From an optimization exercise on the open Yosys and OpenROAD flow, aimed at small area and a short achievable clock period; shortcuts taken in it are not production practice.
Only simulation tests tie the RTL to the original design; equivalence was not proved.

==> flow/design.v <==
`timescale 1 ns / 1 ns
module IIR
          (clk,
           reset,
           clk_enable,
           In1,
           ce_out,
           Out1);
  input   clk;
  input   reset;
  input   clk_enable;
  input   [15:0] In1;   
  output  ce_out;
  output  [15:0] Out1;   
  reg  signed [15:0] s;     
  reg  signed [15:0] d1;    
  reg  signed [15:0] d2;    
  reg  signed [15:0] o;     
  wire signed [15:0] In1_signed = In1;
  wire signed [16:0] c_a3 = 17'sh0F268;
  wire signed [16:0] c_b1 = 17'sh0D9E8;
  wire signed [15:0] c_a2 = -16'sh5E65;
  wire signed [15:0] c_b3 = -16'sh6CF4;
  wire signed [32:0] a_3_mul_temp = c_a3 * d1;
  wire signed [15:0] a_3_out1 = a_3_mul_temp[30:15];
  wire signed [31:0] a_2_mul_temp = c_a2 * s;
  wire signed [15:0] a_2_out1 = a_2_mul_temp[29:14];
  wire signed [31:0] sub2_temp = {{16{In1_signed[15]}}, In1_signed} - {{11{a_2_out1[15]}}, a_2_out1, 5'b00000};
  wire signed [15:0] sub2 = sub2_temp[20:5];
  wire signed [31:0] sub1_temp = {{15{sub2[15]}}, sub2, 1'b0} - {{16{a_3_out1[15]}}, a_3_out1};
  wire signed [15:0] s_next = sub1_temp[16:1];
  wire signed [32:0] b_1_mul_temp = c_b1 * s;
  wire signed [15:0] b_1_out1 = b_1_mul_temp[30:15];
  wire signed [31:0] b_3_mul_temp = c_b3 * d2;
  wire signed [15:0] b_3_out1 = b_3_mul_temp[29:14];
  wire signed [31:0] sum_temp = {{16{b_1_out1[15]}}, b_1_out1} + {{16{b_3_out1[15]}}, b_3_out1};
  wire signed [15:0] o_next = sum_temp[16:1];
  always @(posedge clk or posedge reset)
    begin
      if (reset == 1'b1) begin
        s  <= 16'sh0000;
        d1 <= 16'sh0000;
        d2 <= 16'sh0000;
        o  <= 16'sh0000;
      end
      else if (clk_enable) begin
        s  <= s_next;
        d1 <= s;
        d2 <= d1;
        o  <= o_next;
      end
    end
  assign Out1 = o;
  assign ce_out = clk_enable;
endmodule   
==> flow/run.sh <==
#!/bin/bash
# synth_recipe.tcl (not shown) runs the flow's synth.tcl, then flattens the netlist and writes it again
# the make line also repeats each setting of config.mk as NAME=value (left out here)
make -C /OpenROAD-flow-scripts/flow DESIGN_CONFIG=/design/flow/config.mk WORK_HOME=/design/flow/orfs CLKGATE_MAP_FILE= SYNTH_SCRIPT=/design/flow/synth_recipe.tcl finish
==> flow/config.mk <==
export PLATFORM = sky130hd
export DESIGN_NAME = IIR
export DESIGN_NICKNAME = IIR
export VERILOG_FILES = /design/flow/design.v
export SDC_FILE = /design/flow/constraint.sdc
export NUM_CORES = 4
export LEC_CHECK = 0
export CAP_MARGIN = 20
export CORE_MARGIN = 2
export CORE_UTILIZATION = 40
export SLEW_MARGIN = 20
==> flow/constraint.sdc <==
create_clock -name core_clock -period 10.0 [get_ports {clk}]
set_input_delay 2.0000 -clock core_clock [delete_from_list [all_inputs] [get_ports {clk}]]
set_output_delay 2.0000 -clock core_clock [all_outputs]
set_load 0.01 [all_outputs]
==> run_summary.xml, run 1 <==
<?xml version="1.0" encoding="UTF-8"?>
<metrics>
  <group name="yosys">
    <metric name="post_synth_inst_count" unit="">1998</metric>
    <metric name="synth-seq-area-share" unit="%">7.82</metric>
    <metric name="ys_seq_elements" unit="">64</metric>
    <metric name="synth_fp_nets" unit="">2831</metric>
    <metric name="yosys_warnings" unit="">1</metric>
    <metric name="ys_types" unit="">66</metric>
    <metric name="async_reset_ff_share" unit="%">100</metric>
    <metric name="mappedNetlistArea" unit="sq um">20500</metric>
    <metric name="syn_avg_cell_area" unit="sq um">10.2</metric>
    <metric name="synth_flop_cell" unit="">sky130_fd_sc_hd__dfrtp_1</metric>
    <metric name="synth-edff-count" unit="">0</metric>
  </group>
  <group name="sta">
    <metric name="finClkSkew" unit="ps">18.9</metric>
    <metric name="hold-worst-slack" unit="ps">505</metric>
    <metric name="timing.slew.headroom" unit="%">37.5</metric>
    <metric name="max_clock_freq" unit="MHz">108</metric>
    <metric name="setup_tns" unit="ps">0</metric>
    <metric name="final_hold_viol_count" unit="">0</metric>
    <metric name="layout_worst_path_cycle_share" unit="%">92.9</metric>
    <metric name="finalMaxSlewViolations" unit="">0</metric>
    <metric name="setup_viol_count_final" unit="">0</metric>
    <metric name="layout_setup_ws" unit="ps">712</metric>
    <metric name="layout_min_cycle_time" unit="ps">9290</metric>
    <metric name="rsz_0062_raised_after_global_routing" unit="">no</metric>
    <metric name="tightestPinTransition" unit="ps">938</metric>
  </group>
  <group name="global_route">
    <metric name="grt_pass1_vias" unit="">14600</metric>
    <metric name="track_usage" unit="%">18.0</metric>
    <metric name="grt_max_degree" unit="">68</metric>
    <metric name="globalRoute.totalOverflow" unit="">0</metric>
    <metric name="first_pass_grt_wire_length" unit="um">75100</metric>
    <metric name="initial_antenna_violation_count" unit="">0</metric>
  </group>
  <group name="route">
    <metric name="dr.pass1.iters" unit="">5</metric>
    <metric name="initial_drt_markers" unit="">572</metric>
    <metric name="wl_per_cell" unit="um">16.4</metric>
    <metric name="antenna_violation_net_count_after_detailed_routing" unit="">0</metric>
    <metric name="routed-via-count" unit="">13500</metric>
    <metric name="routed_wl" unit="um">44700</metric>
    <metric name="detail_route.vias_per_cell" unit="">4.95</metric>
    <metric name="remaining_drc_errors" unit="">0</metric>
  </group>
  <group name="placed_design">
    <metric name="dpl.cell_count" unit="">2705</metric>
    <metric name="detailed_place.area" unit="sq um">21700</metric>
    <metric name="gp_congestion" unit="">0.902</metric>
    <metric name="dp_slack" unit="ps">763</metric>
    <metric name="post-dp-hpwl" unit="um">39500</metric>
    <metric name="port_buffers" unit="">30</metric>
  </group>
  <group name="finish">
    <metric name="final_cells" unit="">2721</metric>
    <metric name="syn2layout_area_growth" unit="%">7.40</metric>
    <metric name="seq_area" unit="sq um">1600</metric>
    <metric name="nets" unit="">2877</metric>
    <metric name="finalInstanceArea" unit="sq um">22000</metric>
    <metric name="commonest_non_fill_non_tap_cell_in_the_layout" unit="">sky130_fd_sc_hd__inv_1</metric>
    <metric name="drive_above_1_share" unit="%">4.20</metric>
    <metric name="final.fill_count" unit="">4782</metric>
    <metric name="multiInputGateArea" unit="sq um">16900</metric>
    <metric name="num_antenna_cells" unit="">0</metric>
    <metric name="layout.cells.most_common_list" unit="">511 x sky130_fd_sc_hd__inv_1, 450 x sky130_fd_sc_hd__ha_1, 364 x sky130_fd_sc_hd__fa_1</metric>
  </group>
  <group name="setup_path">
    <metric name="critPathKind" unit="">flop to flop</metric>
    <metric name="worst-r2r-setup-slack" unit="ps">710</metric>
    <metric name="critical_path.top_delay_family" unit="">adder cells</metric>
    <metric name="critical-path-slowest-cell" unit="">sky130_fd_sc_hd__dfrtp_1</metric>
    <metric name="crit_path_frequent_cell" unit="">sky130_fd_sc_hd__ha_1</metric>
    <metric name="critical_path_required" unit="ps">10240</metric>
    <metric name="buf_inv_on_cp" unit="">4</metric>
    <metric name="critPathArrivalTime" unit="ps">9530</metric>
    <metric name="slowest_delay" unit="ps">780</metric>
    <metric name="critical_path.startpoint_type" unit="">flop</metric>
    <metric name="end_kind" unit="">flop</metric>
    <metric name="critical_path.max_fanout" unit="">11</metric>
  </group>
  <group name="floorplan">
    <metric name="std_cell_rows" unit="">82</metric>
    <metric name="die_height" unit="um">230</metric>
    <metric name="die_footprint" unit="sq um">53000</metric>
    <metric name="io-pin-count" unit="">36</metric>
    <metric name="core_area" unit="sq um">50400</metric>
    <metric name="start_util" unit="%">40.6</metric>
    <metric name="die_width" unit="um">230</metric>
  </group>
  <group name="flow_run">
    <metric name="number_of_max_cap_violations" unit="">0</metric>
  </group>
  <group name="clocking">
    <metric name="cts_tree" unit="">yes</metric>
    <metric name="worst_setup_hold_path_clk_slew" unit="ps">70</metric>
    <metric name="cts_htree_levels" unit="">3</metric>
    <metric name="clock_sinks" unit="">64</metric>
    <metric name="cts_repair_resized_insts" unit="">0</metric>
    <metric name="clk_lat_worst_skew" unit="ps">360</metric>
    <metric name="clockBufferDepth" unit="">2</metric>
    <metric name="cts_made_buffers" unit="">9</metric>
    <metric name="post_cts_hold_buffer_count" unit="">0</metric>
    <metric name="cts.root.buffer_cell" unit="">sky130_fd_sc_hd__clkbuf_16</metric>
    <metric name="postCtsSetupBuffers" unit="">0</metric>
  </group>
  <group name="min_path">
    <metric name="hold_path_class" unit="">flop to flop</metric>
  </group>
  <group name="outcome">
    <metric name="run_status" unit="">no timing/DRC/antenna violations</metric>
  </group>
</metrics>
## flip-flops by register name, summed over array words and instances, names as in the netlist
register	flops
s	16
d2	16
o	16
d1	16
## logic make-up (layout without fill, tap and decap cells)
| logic type | after synthesis | in the layout | share of synthesized area, % |
|---|---|---|---|
| buffers and inverters | 523 | 574 | 9.61 |
| xor gates and xnor gates | 122 | 122 | 5.29 |
| adders and majority gates | 814 | 814 | 63.1 |
| muxes | 37 | 37 | 2.02 |
| AOI/OAI and AO/OA | 224 | 224 | 7.08 |
| DFF | 64 | 64 | 7.82 |
| and+or+nand+nor | 214 | 214 | 5.09 |
## final cells by class
cell class | instances | area share (%)
multi-input cells | 1411 | 76.9
inverters | 512 | 8.74
flip-flops and latches | 64 | 7.29
well taps | 672 | 3.82
repair buffers | 46 | 1.90
clock buffers | 11 | 1.10
clock inverters | 5 | 0.256
## final timing paths
path	start	to	cells past startpoint
min reg2reg	o[2]	o[2]	1
min	o[2]	o[2]	1
max	s[5]	s[15]	35
max reg2reg	s[5]	s[15]	35
min in group asynchronous	reset	d1[0]	3
max in group asynchronous	reset	s[15]	3
## routing by layer
layer	part of all wire, %	vias up	GRT usage (%)
met5	0	-	0
met2	49	166	30.7
met3	2.8	35	2.29
li1	-	6465	-
met1	47	6811	24.8
met4	1.4	0	3.04
## synth_stat cells (all sizes together), types with 9 or more instances
| library cell | n | area (sq um) |
|---|---|---|
| xor2 | 38 | 333 |
| dfrtp | 64 | 1600 |
| or2 | 12 | 75.1 |
| mux2 | 34 | 383 |
| a21oi | 67 | 335 |
| ha | 450 | 5630 |
| or3 | 9 | 56.3 |
| nand2 | 57 | 214 |
| nand3 | 11 | 55.1 |
| o21ai | 55 | 279 |
| nor2 | 53 | 201 |
| a21o | 22 | 165 |
| xnor2 | 83 | 727 |
| inv | 512 | 1920 |
| o21a | 18 | 135 |
| nor2b | 18 | 113 |
| a31oi | 9 | 71.3 |
| fa | 364 | 7290 |
| nor3 | 20 | 100 |
## per-stage QoR
step | utilization (%)
after detailed placement | 43.1
after CTS | 43.6
after floorplan | -
final | 43.6
after global routing | 43.6
after global placement | 43.1
==> run 2, diff against run 1 <==
==> flow/design.v (replaced) <==
`timescale 1 ns / 1 ns
module IIR
          (clk,
           reset,
           clk_enable,
           In1,
           ce_out,
           Out1);
  input   clk;
  input   reset;
  input   clk_enable;
  input   [15:0] In1;   
  output  ce_out;
  output  [15:0] Out1;   
  reg  [15:0] s;      
  reg  [15:0] t;      
  reg         tk;     
  reg  [15:0] r;      
  reg         rnz;    
  reg  [15:0] v;      
  reg  [15:0] o;      
  wire [31:0] xs = {{16{s[15]}}, s};
  wire [31:0] m = (xs << 15) - (xs << 13) - (xs << 9) + (xs << 7)
                - (xs << 5) + (xs << 2) + xs + 32'd16383
                + ({{21{In1[15]}}, In1[15:5]} << 14) + ({16'd0, t} << 14);
  wire [15:0] s_next = {m[29] ^ tk, m[28:14]};
  wire [31:0] n = 32'd32767 - (xs << 16) + (xs << 12) - (xs << 9)
                - (xs << 7) + (xs << 5) - (xs << 3);
  wire tk_next = n[31] ^ (n[30] & (|n[29:15]));
  wire [31:0] q = (xs << 15) - (xs << 12) - (xs << 10) + (xs << 8)
                - (xs << 4) + (xs << 2);
  wire [15:0] w = q[29:14];
  wire        wnz = |q[13:0];
  wire [15:0] v_next = ~r + {15'd0, ~rnz};
  wire [16:0] sum = {w[15], w} + {v[15], v};
  always @(posedge clk or posedge reset)
    begin
      if (reset == 1'b1) begin
        s   <= 16'h0000;
        t   <= 16'h0000;
        tk  <= 1'b0;
        r   <= 16'h0000;
        rnz <= 1'b0;
        v   <= 16'h0000;
        o   <= 16'h0000;
      end
      else if (clk_enable) begin
        s   <= s_next;
        t   <= n[31:16];
        tk  <= tk_next;
        r   <= w;
        rnz <= wnz;
        v   <= v_next;
        o   <= sum[16:1];
      end
    end
  assign Out1 = o;
  assign ce_out = clk_enable;
endmodule   
--- a/flow/config.mk
+++ b/flow/config.mk
@@ -5,7 +5,9 @@
 export SDC_FILE = /design/flow/constraint.sdc
 export NUM_CORES = 4
 export LEC_CHECK = 0
+export ABC_CLOCK_PERIOD_IN_PS = 4000
 export CAP_MARGIN = 20
 export CORE_MARGIN = 2
 export CORE_UTILIZATION = 40
+export SETUP_SLACK_MARGIN = 5
 export SLEW_MARGIN = 20
==> run 2 against run 1 <==
  * Still clean on timing, DRC and antenna
  * Critical path depth shrank 13
  * Worst setup slack better by 3500 ps
  * Flip-flop and latch count increased by 18
  * Die area down 31%
  * Worst hold slack got worse by 8.4 ps
  * Largest cell class unchanged
  * Highest routed layer unchanged
==> run_summary.xml, run 2 <==
<?xml version="1.0" encoding="UTF-8"?>
<metrics>
  <group name="yosys">
    <metric name="synth-seq-area-share" unit="%">14.6</metric>
    <metric name="yosys_warnings" unit="">1</metric>
    <metric name="area_leader_netlist" unit="">sky130_fd_sc_hd__fa_1</metric>
    <metric name="async_reset_ff_share" unit="%">100</metric>
    <metric name="synth_fp_nets" unit="">1856</metric>
    <metric name="mappedNetlistArea" unit="sq um">14100</metric>
    <metric name="syn_avg_cell_area" unit="sq um">10.0</metric>
    <metric name="post_synth_inst_count" unit="">1402</metric>
    <metric name="synth-edff-count" unit="">0</metric>
    <metric name="synthTopCellsByCount" unit="">302 x sky130_fd_sc_hd__inv_1, 231 x sky130_fd_sc_hd__ha_1, 204 x sky130_fd_sc_hd__fa_1, 82 x sky130_fd_sc_hd__dfrtp_1, 70 x sky130_fd_sc_hd__xnor2_1</metric>
    <metric name="synth.top_cell.area_share" unit="%">29.0</metric>
    <metric name="ys_types" unit="">70</metric>
    <metric name="synth_flop_cell" unit="">sky130_fd_sc_hd__dfrtp_1</metric>
    <metric name="top_count_cell_post_synth" unit="">sky130_fd_sc_hd__inv_1</metric>
    <metric name="leading_post_synthesis_cells_by_cell_area" unit="">sky130_fd_sc_hd__fa_1 29%, sky130_fd_sc_hd__ha_1 21%, sky130_fd_sc_hd__dfrtp_1 15%</metric>
    <metric name="ys_seq_elements" unit="">82</metric>
  </group>
  <group name="placed_design">
    <metric name="post-dp-hpwl" unit="um">23300</metric>
    <metric name="gp_congestion" unit="">0.793</metric>
    <metric name="detailed_place.area" unit="sq um">15400</metric>
    <metric name="port_buffers" unit="">30</metric>
  </group>
  <group name="setup_path">
    <metric name="crit_path_cells" unit="">clkinvlp_4 -&gt; fa_1 -&gt; fa_1 -&gt; inv_1 -&gt; fa_1 -&gt; inv_2 -&gt; ha_4 -&gt; a21o_1 -&gt; a21o_1 -&gt; a21o_1 -&gt; a211o_1 -&gt; a21o_1 -&gt; a21oi_2 -&gt; xnor2_2 -&gt; ha_4 -&gt; or3_4 -&gt; o211ai_1 -&gt; o22ai_2 -&gt; o41a_1 -&gt; a211oi_2 -&gt; xnor2_1 -&gt; mux2_2</metric>
    <metric name="critical_path_required" unit="ps">10250</metric>
    <metric name="end_kind" unit="">flop</metric>
    <metric name="critical_path.startpoint_type" unit="">flop</metric>
    <metric name="critical_path.top_delay_family" unit="">compound AO/OA/AOI/OAI gates</metric>
    <metric name="critical-path-slowest-cell" unit="">sky130_fd_sc_hd__fa_1</metric>
    <metric name="critical_path.max_fanout" unit="">3</metric>
    <metric name="critPathArrivalTime" unit="ps">6060</metric>
    <metric name="critPathKind" unit="">flop to flop</metric>
    <metric name="slowest_delay" unit="ps">510</metric>
    <metric name="rr_worst_depth" unit="">22</metric>
    <metric name="crit_path_frequent_cell" unit="">sky130_fd_sc_hd__a21o_1</metric>
    <metric name="buf_inv_on_cp" unit="">3</metric>
    <metric name="cp_num_cells" unit="">22</metric>
  </group>
  <group name="outcome">
    <metric name="run_status" unit="">no timing/DRC/antenna violations</metric>
  </group>
  <group name="route">
    <metric name="dr.pass1.iters" unit="">4</metric>
    <metric name="wl_met2" unit="um">16600</metric>
    <metric name="remaining_drc_errors" unit="">0</metric>
    <metric name="met3WireLength" unit="um">765</metric>
    <metric name="wl_per_cell" unit="um">16.2</metric>
    <metric name="initial_drt_markers" unit="">287</metric>
    <metric name="detail_route.vias_per_cell" unit="">5.00</metric>
    <metric name="route.layer.met1.wl" unit="um">14500</metric>
    <metric name="routed_wl" unit="um">32200</metric>
    <metric name="uppermost_layer_routed" unit="">met4</metric>
    <metric name="routed-via-count" unit="">9940</metric>
    <metric name="antenna_violation_net_count_after_detailed_routing" unit="">0</metric>
  </group>
  <group name="finish">
    <metric name="finalInstanceArea" unit="sq um">17100</metric>
    <metric name="final.fill_count" unit="">3150</metric>
    <metric name="nets" unit="">1981</metric>
    <metric name="syn2layout_area_growth" unit="%">21.7</metric>
    <metric name="drive_above_1_share" unit="%">24.7</metric>
    <metric name="final_core_utilization" unit="%">49.4</metric>
    <metric name="commonest_non_fill_non_tap_cell_in_the_layout" unit="">sky130_fd_sc_hd__inv_1</metric>
    <metric name="num_antenna_cells" unit="">0</metric>
    <metric name="layout.cells.most_common_list" unit="">267 x sky130_fd_sc_hd__inv_1, 192 x sky130_fd_sc_hd__ha_1, 191 x sky130_fd_sc_hd__fa_1</metric>
  </group>
  <group name="sta">
    <metric name="timing.slew.headroom" unit="%">45.8</metric>
    <metric name="final_hold_viol_count" unit="">0</metric>
    <metric name="finClkSkew" unit="ps">11.7</metric>
    <metric name="layout_worst_path_cycle_share" unit="%">58.1</metric>
    <metric name="layout_min_cycle_time" unit="ps">5810</metric>
    <metric name="setup_tns" unit="ps">0</metric>
    <metric name="finalMaxSlewViolations" unit="">0</metric>
    <metric name="rsz_0062_raised_after_global_routing" unit="">yes</metric>
    <metric name="max_clock_freq" unit="MHz">172</metric>
    <metric name="tightestPinTransition" unit="ps">812</metric>
    <metric name="setup_viol_count_final" unit="">0</metric>
  </group>
  <group name="min_path">
    <metric name="hold_path_class" unit="">flop to flop</metric>
    <metric name="hold_depth" unit="">1</metric>
  </group>
  <group name="floorplan">
    <metric name="die_height" unit="um">192</metric>
    <metric name="std_cell_rows" unit="">68</metric>
    <metric name="core_area" unit="sq um">34600</metric>
    <metric name="die_footprint" unit="sq um">36700</metric>
    <metric name="die_width" unit="um">192</metric>
    <metric name="io-pin-count" unit="">36</metric>
    <metric name="start_util" unit="%">40.6</metric>
  </group>
  <group name="clocking">
    <metric name="post_cts_hold_buffer_count" unit="">0</metric>
    <metric name="cts_htree_levels" unit="">3</metric>
    <metric name="clockBufferDepth" unit="">2</metric>
    <metric name="clk_lat_worst_skew" unit="ps">360</metric>
    <metric name="worst_setup_hold_path_clk_slew" unit="ps">70</metric>
    <metric name="clock_sinks" unit="">82</metric>
    <metric name="cts_made_buffers" unit="">9</metric>
    <metric name="cts_tree" unit="">yes</metric>
    <metric name="cts.root.buffer_cell" unit="">sky130_fd_sc_hd__clkbuf_16</metric>
  </group>
  <group name="global_route">
    <metric name="track_usage" unit="%">18.9</metric>
    <metric name="globalRoute.totalOverflow" unit="">0</metric>
    <metric name="initial_antenna_violation_count" unit="">0</metric>
    <metric name="first_pass_grt_wire_length" unit="um">54000</metric>
    <metric name="grt_max_degree" unit="">60</metric>
    <metric name="grt_pass1_vias" unit="">10700</metric>
  </group>
  <group name="flow_run">
    <metric name="number_of_max_cap_violations" unit="">0</metric>
  </group>
</metrics>
[run 2: logic make-up after synthesis]
| family | Yosys count | share of synthesized area (%) |
|---|---|---|
| adder cells (fa/ha/maj) | 435 | 49.6 |
| buffers and inverters | 320 | 8.57 |
| AND/OR/NAND/NOR | 213 | 7.60 |
| AO/OA/AOI/OAI | 204 | 9.58 |
| XOR/XNOR | 97 | 6.04 |
| flip-flops | 82 | 14.6 |
| multiplexers | 51 | 4.06 |
[run 2: path summary, 6_finish.rpt]
path | startpoint | to | slack [ps]
worst max-delay path | s[0] | o[12] | 4190
worst min-delay path | t[14] | t[14] | 500
worst max register to register | s[0] | o[12] | 4190
worst min register to register | t[14] | t[14] | 500
max in group asynchronous | reset | s[1] | 6810
min in group asynchronous | reset | o[1] | 1950
[run 2: layout make-up]
type                    instances  area (sq um)  share of cell area [%]
clock inverters                 6          51.3                   0.300
clock buffers                  10           229                    1.34
repair buffers                131          1140                    6.68
well taps                     455           569                    3.33
multi-input cells            1000         11800                    69.2
flip-flops and latches         82          2080                    12.1
inverters                     302          1190                    6.97
repair inverters                1          7.51                  0.0439
[run 2: what timing repair did]
action | in CTS | in global routing
gates cloned | 1 | 0
gates resized for setup | 188 | 43
endpoints found under the setup margin | 58 | 38
pin swaps | 149 | 75
buffers inserted | 72 | 16
[run 2: worst register-to-register path, cell delays in order (launching register included)]
cell and delay (ps):
sky130_fd_sc_hd__dfrtp_4 440, sky130_fd_sc_hd__clkinvlp_4 150, sky130_fd_sc_hd__fa_1 510, sky130_fd_sc_hd__fa_1 490, sky130_fd_sc_hd__inv_1 50, sky130_fd_sc_hd__fa_1 480
sky130_fd_sc_hd__inv_2 40, sky130_fd_sc_hd__ha_4 200, sky130_fd_sc_hd__a21o_1 180, sky130_fd_sc_hd__a21o_1 210, sky130_fd_sc_hd__a21o_1 210, sky130_fd_sc_hd__a211o_1 290
sky130_fd_sc_hd__a21o_1 170, sky130_fd_sc_hd__a21oi_2 170, sky130_fd_sc_hd__xnor2_2 120, sky130_fd_sc_hd__ha_4 170, sky130_fd_sc_hd__or3_4 330, sky130_fd_sc_hd__o211ai_1 260
sky130_fd_sc_hd__o22ai_2 140, sky130_fd_sc_hd__o41a_1 380, sky130_fd_sc_hd__a211oi_2 320, sky130_fd_sc_hd__xnor2_1 120, sky130_fd_sc_hd__mux2_2 260
[run 2: metrics by stage]
stage | hold slack (ps) | worst slack (ps) | cells
floorplan | 459 | 3800 | 1402
detailed placement | 483 | 3190 | 1882
global route | 513 | 3860 | 1987
finish | 496 | 4190 | 1987
global placement | 481 | 3200 | 1882
CTS | 499 | 4230 | 1971
[run 2: routing by layer]
metal	vias to the layer above	track usage, %
met5	-	0
met4	0	3.99
met3	23	1.78
met2	97	33.8
met1	5044	24.8
li1	4776	-
==> run 3, diff against run 2 <==
==> flow/config.mk (replaced) <==
export PLATFORM = sky130hd
export DESIGN_NAME = IIR
export DESIGN_NICKNAME = IIR
export VERILOG_FILES = /design/flow/design.v
export SDC_FILE = /design/flow/constraint.sdc
export NUM_CORES = 4
export LEC_CHECK = 0
export CAP_MARGIN = 20
export CORE_MARGIN = 2
export CORE_UTILIZATION = 40
export SLEW_MARGIN = 20
==> run 3 against run 2 <==
  * Die area stayed put
  * Fmax is 19% lower
  * Routed wire length is 11% lower
  * Count of clock-buffer cells in the layout stayed put
  * Cell count is 4.4% lower
  * Critical path type unchanged
==> run_summary.xml, run 3 <==
<?xml version="1.0" encoding="UTF-8"?>
<metrics>
  <group name="yosys">
    <metric name="synthTopCellsByCount" unit="">302 x sky130_fd_sc_hd__inv_1, 231 x sky130_fd_sc_hd__ha_1, 204 x sky130_fd_sc_hd__fa_1, 82 x sky130_fd_sc_hd__dfrtp_1, 70 x sky130_fd_sc_hd__xnor2_1</metric>
    <metric name="synth_flop_cell" unit="">sky130_fd_sc_hd__dfrtp_1</metric>
    <metric name="area_leader_netlist" unit="">sky130_fd_sc_hd__fa_1</metric>
    <metric name="ys_seq_elements" unit="">82</metric>
    <metric name="syn_avg_cell_area" unit="sq um">10.0</metric>
    <metric name="mappedNetlistArea" unit="sq um">14100</metric>
    <metric name="synth-edff-count" unit="">0</metric>
    <metric name="synth_fp_nets" unit="">1856</metric>
    <metric name="leading_post_synthesis_cells_by_cell_area" unit="">sky130_fd_sc_hd__fa_1 29%, sky130_fd_sc_hd__ha_1 21%, sky130_fd_sc_hd__dfrtp_1 15%</metric>
    <metric name="top_count_cell_post_synth" unit="">sky130_fd_sc_hd__inv_1</metric>
    <metric name="yosys_warnings" unit="">1</metric>
    <metric name="synth.top_cell.area_share" unit="%">29.0</metric>
    <metric name="post_synth_inst_count" unit="">1402</metric>
    <metric name="async_reset_ff_share" unit="%">100</metric>
    <metric name="ys_types" unit="">70</metric>
    <metric name="synth-seq-area-share" unit="%">14.6</metric>
  </group>
  <group name="clocking">
    <metric name="cts_made_buffers" unit="">9</metric>
    <metric name="worst_setup_hold_path_clk_slew" unit="ps">70</metric>
    <metric name="post_cts_hold_buffer_count" unit="">0</metric>
    <metric name="clock_sinks" unit="">82</metric>
    <metric name="cts.root.buffer_cell" unit="">sky130_fd_sc_hd__clkbuf_16</metric>
    <metric name="postCtsSetupBuffers" unit="">0</metric>
    <metric name="cts_repair_resized_insts" unit="">0</metric>
    <metric name="cts_tree" unit="">yes</metric>
    <metric name="clk_lat_worst_skew" unit="ps">350</metric>
    <metric name="cts_htree_levels" unit="">3</metric>
    <metric name="clockBufferDepth" unit="">2</metric>
  </group>
  <group name="flow_run">
    <metric name="number_of_max_cap_violations" unit="">0</metric>
  </group>
  <group name="sta">
    <metric name="layout_worst_path_cycle_share" unit="%">71.5</metric>
    <metric name="layout_min_cycle_time" unit="ps">7150</metric>
    <metric name="finClkSkew" unit="ps">11.6</metric>
    <metric name="layout_setup_ws" unit="ps">2850</metric>
    <metric name="setup_tns" unit="ps">0</metric>
    <metric name="finalMaxSlewViolations" unit="">0</metric>
    <metric name="setup_viol_count_final" unit="">0</metric>
    <metric name="rsz_0062_raised_after_global_routing" unit="">no</metric>
    <metric name="max_clock_freq" unit="MHz">140</metric>
    <metric name="final_hold_viol_count" unit="">0</metric>
    <metric name="tightestPinTransition" unit="ps">895</metric>
    <metric name="timing.slew.headroom" unit="%">40.4</metric>
  </group>
  <group name="route">
    <metric name="routed_wl" unit="um">28600</metric>
    <metric name="detail_route.vias_per_cell" unit="">4.95</metric>
    <metric name="remaining_drc_errors" unit="">0</metric>
    <metric name="routed-via-count" unit="">9391</metric>
    <metric name="initial_drt_markers" unit="">338</metric>
    <metric name="antenna_violation_net_count_after_detailed_routing" unit="">0</metric>
    <metric name="dr.pass1.iters" unit="">5</metric>
    <metric name="wl_per_cell" unit="um">15.0</metric>
  </group>
  <group name="floorplan">
    <metric name="io-pin-count" unit="">36</metric>
    <metric name="std_cell_rows" unit="">68</metric>
    <metric name="die_height" unit="um">192</metric>
    <metric name="start_util" unit="%">40.6</metric>
    <metric name="die_width" unit="um">192</metric>
    <metric name="die_footprint" unit="sq um">36700</metric>
    <metric name="core_area" unit="sq um">34600</metric>
  </group>
  <group name="setup_path">
    <metric name="crit-reg2reg-capture" unit="">o[13]</metric>
    <metric name="rr_worst_depth" unit="">25</metric>
    <metric name="critPathKind" unit="">flop to flop</metric>
    <metric name="r2r-start" unit="">s[2]</metric>
    <metric name="critPathArrivalTime" unit="ps">7400</metric>
    <metric name="crit_path_frequent_cell" unit="">sky130_fd_sc_hd__a21oi_1</metric>
    <metric name="critical_path.top_delay_family" unit="">compound AO/OA/AOI/OAI gates</metric>
    <metric name="critical_path.max_fanout" unit="">11</metric>
    <metric name="critical-path-slowest-cell" unit="">sky130_fd_sc_hd__dfrtp_1</metric>
    <metric name="end_kind" unit="">flop</metric>
    <metric name="critical_path.startpoint_type" unit="">flop</metric>
    <metric name="worst-r2r-setup-slack" unit="ps">2850</metric>
    <metric name="slowest_delay" unit="ps">790</metric>
    <metric name="critical_path_required" unit="ps">10250</metric>
    <metric name="buf_inv_on_cp" unit="">3</metric>
  </group>
  <group name="global_route">
    <metric name="track_usage" unit="%">17.1</metric>
    <metric name="first_pass_grt_wire_length" unit="um">49600</metric>
    <metric name="globalRoute.totalOverflow" unit="">0</metric>
    <metric name="initial_antenna_violation_count" unit="">0</metric>
    <metric name="grt_pass1_vias" unit="">10100</metric>
    <metric name="grt_max_degree" unit="">67</metric>
  </group>
  <group name="min_path">
    <metric name="holdCritStartpoint" unit="">t[14]</metric>
    <metric name="hold_depth" unit="">1</metric>
    <metric name="hold_path_class" unit="">flop to flop</metric>
    <metric name="hold_path_end" unit="">t[14]</metric>
  </group>
  <group name="finish">
    <metric name="syn2layout_area_growth" unit="%">8.62</metric>
    <metric name="num_antenna_cells" unit="">0</metric>
    <metric name="layout.cells.most_common_list" unit="">301 x sky130_fd_sc_hd__inv_1, 231 x sky130_fd_sc_hd__ha_1, 204 x sky130_fd_sc_hd__fa_1</metric>
    <metric name="drive_above_1_share" unit="%">7.34</metric>
    <metric name="nets" unit="">1893</metric>
    <metric name="commonest_non_fill_non_tap_cell_in_the_layout" unit="">sky130_fd_sc_hd__inv_1</metric>
  </group>
  <group name="placed_design">
    <metric name="dp_slack" unit="ps">2800</metric>
    <metric name="post-dp-hpwl" unit="um">22800</metric>
    <metric name="gp_congestion" unit="">0.842</metric>
    <metric name="port_buffers" unit="">30</metric>
  </group>
  <group name="outcome">
    <metric name="run_status" unit="">no timing/DRC/antenna violations</metric>
  </group>
</metrics>
[run 3: cell counts after synthesis]
No cell type changed its count.
[run 3: cells by family (layout without fill, tap and decap cells)]
family	after synthesis	in the layout	share of synthesized area (%)
AOI/OAI and AO/OA	204	204	9.58
xor gates and xnor gates	97	97	6.04
adders and majority gates	435	435	49.6
buffers and inverters	320	362	8.57
DFF	82	82	14.6
muxes	51	51	4.06
and+or+nand+nor	213	213	7.60
[run 3: routing by layer]
layer / up-vias / routed length (um) / track usage, %
li1: 4598 / - / -
met1: 4719 / 13500 / 22.7
met2: 55 / 14500 / 30.7
met3: 19 / 429 / 1.65
met4: 0 / 229 / 2.69
met5: - / 0 / 0
[run 3: worst max path at each step]
stage	slack, ps	depth (start not counted)	endpoint	start
detailed placement	2800	25	o[13]	s[2]
global route	2370	25	o[13]	s[2]
CTS	2780	25	o[13]	s[2]
global placement	2840	25	o[13]	s[2]
floorplan	3020	24	o[13]	s[15]
finish	2850	25	o[13]	s[2]
[run 3: metrics by stage]
step | hold WS (ps) | cells | instance area (sq um) | utilization, %
after floorplan | 459 | 1402 | 14100 | -
after global placement | 480 | 1883 | 15000 | 43.2
after detailed placement | 484 | 1883 | 15000 | 43.2
after CTS | 499 | 1899 | 15300 | 44.1
after global routing | 527 | 1899 | 15300 | 44.1
final | 491 | 1899 | 15300 | 44.1
[run 3: area by class of cell]
cell class	count	area, sq um
Clock buffer	10	239
Clock inverter	6	71.3
Fill cell	3291	19300
Inverter	302	1130
Multi-Input combinational cell	1000	10800
Sequential cell	82	2050
Tap cell	455	569
Timing Repair Buffer	44	403
[run 3: worst register-to-register path, delay by kind of cell (launching register included)]
| family | cells | cell delay, ps |
|---|---|---|
| AO/OA/AOI/OAI | 14 | 2660 |
| XOR/XNOR | 1 | 180 |
| adder cells (fa/ha/maj) | 5 | 2350 |
| buffers and inverters | 3 | 580 |
| flip-flops | 1 | 790 |
| AND/OR/NAND/NOR | 2 | 470 |

==> re-timing with driven ports <==
The flow's constraints put no driver on any port. The routed layouts listed below were extracted and timed again, unchanged, in two steps.
Step 1 sets driving cells, clkbuf_16 on the clock port and buf_2 on the other inputs (assumed; they add their load-dependent delay and slew).
Step 2 times the ports against the registers' clock, not the clock port: input delays grow and output delays shrink by t, the midpoint of the rising clock arrivals with the driver on.
Three values: ideal ports, drivers, drivers and shift; two values: the first two.
| run | shift t [ns] | setup WS [ns] | hold WS [ns] | worst slew at a driven data input, ns |
|---|---|---|---|---|
| run 1 | 0.394 | 0.712 / 0.712 / 0.712 | 0.505 / 0.505 / 0.505 | 0.03 |
| run 2 | 0.399 | 4.193 / 4.193 / 4.100 | 0.496 / 0.496 / 0.496 | 0.06 |
| run 3 | 0.391 | 2.850 / 2.850 / 2.850 | 0.491 / 0.491 / 0.491 | 0.03 |
After both steps every run listed still meets setup and hold. The setup slack of run 2, which loses most, moves by 0.000 ns with the drivers and by -0.093 ns with both steps.
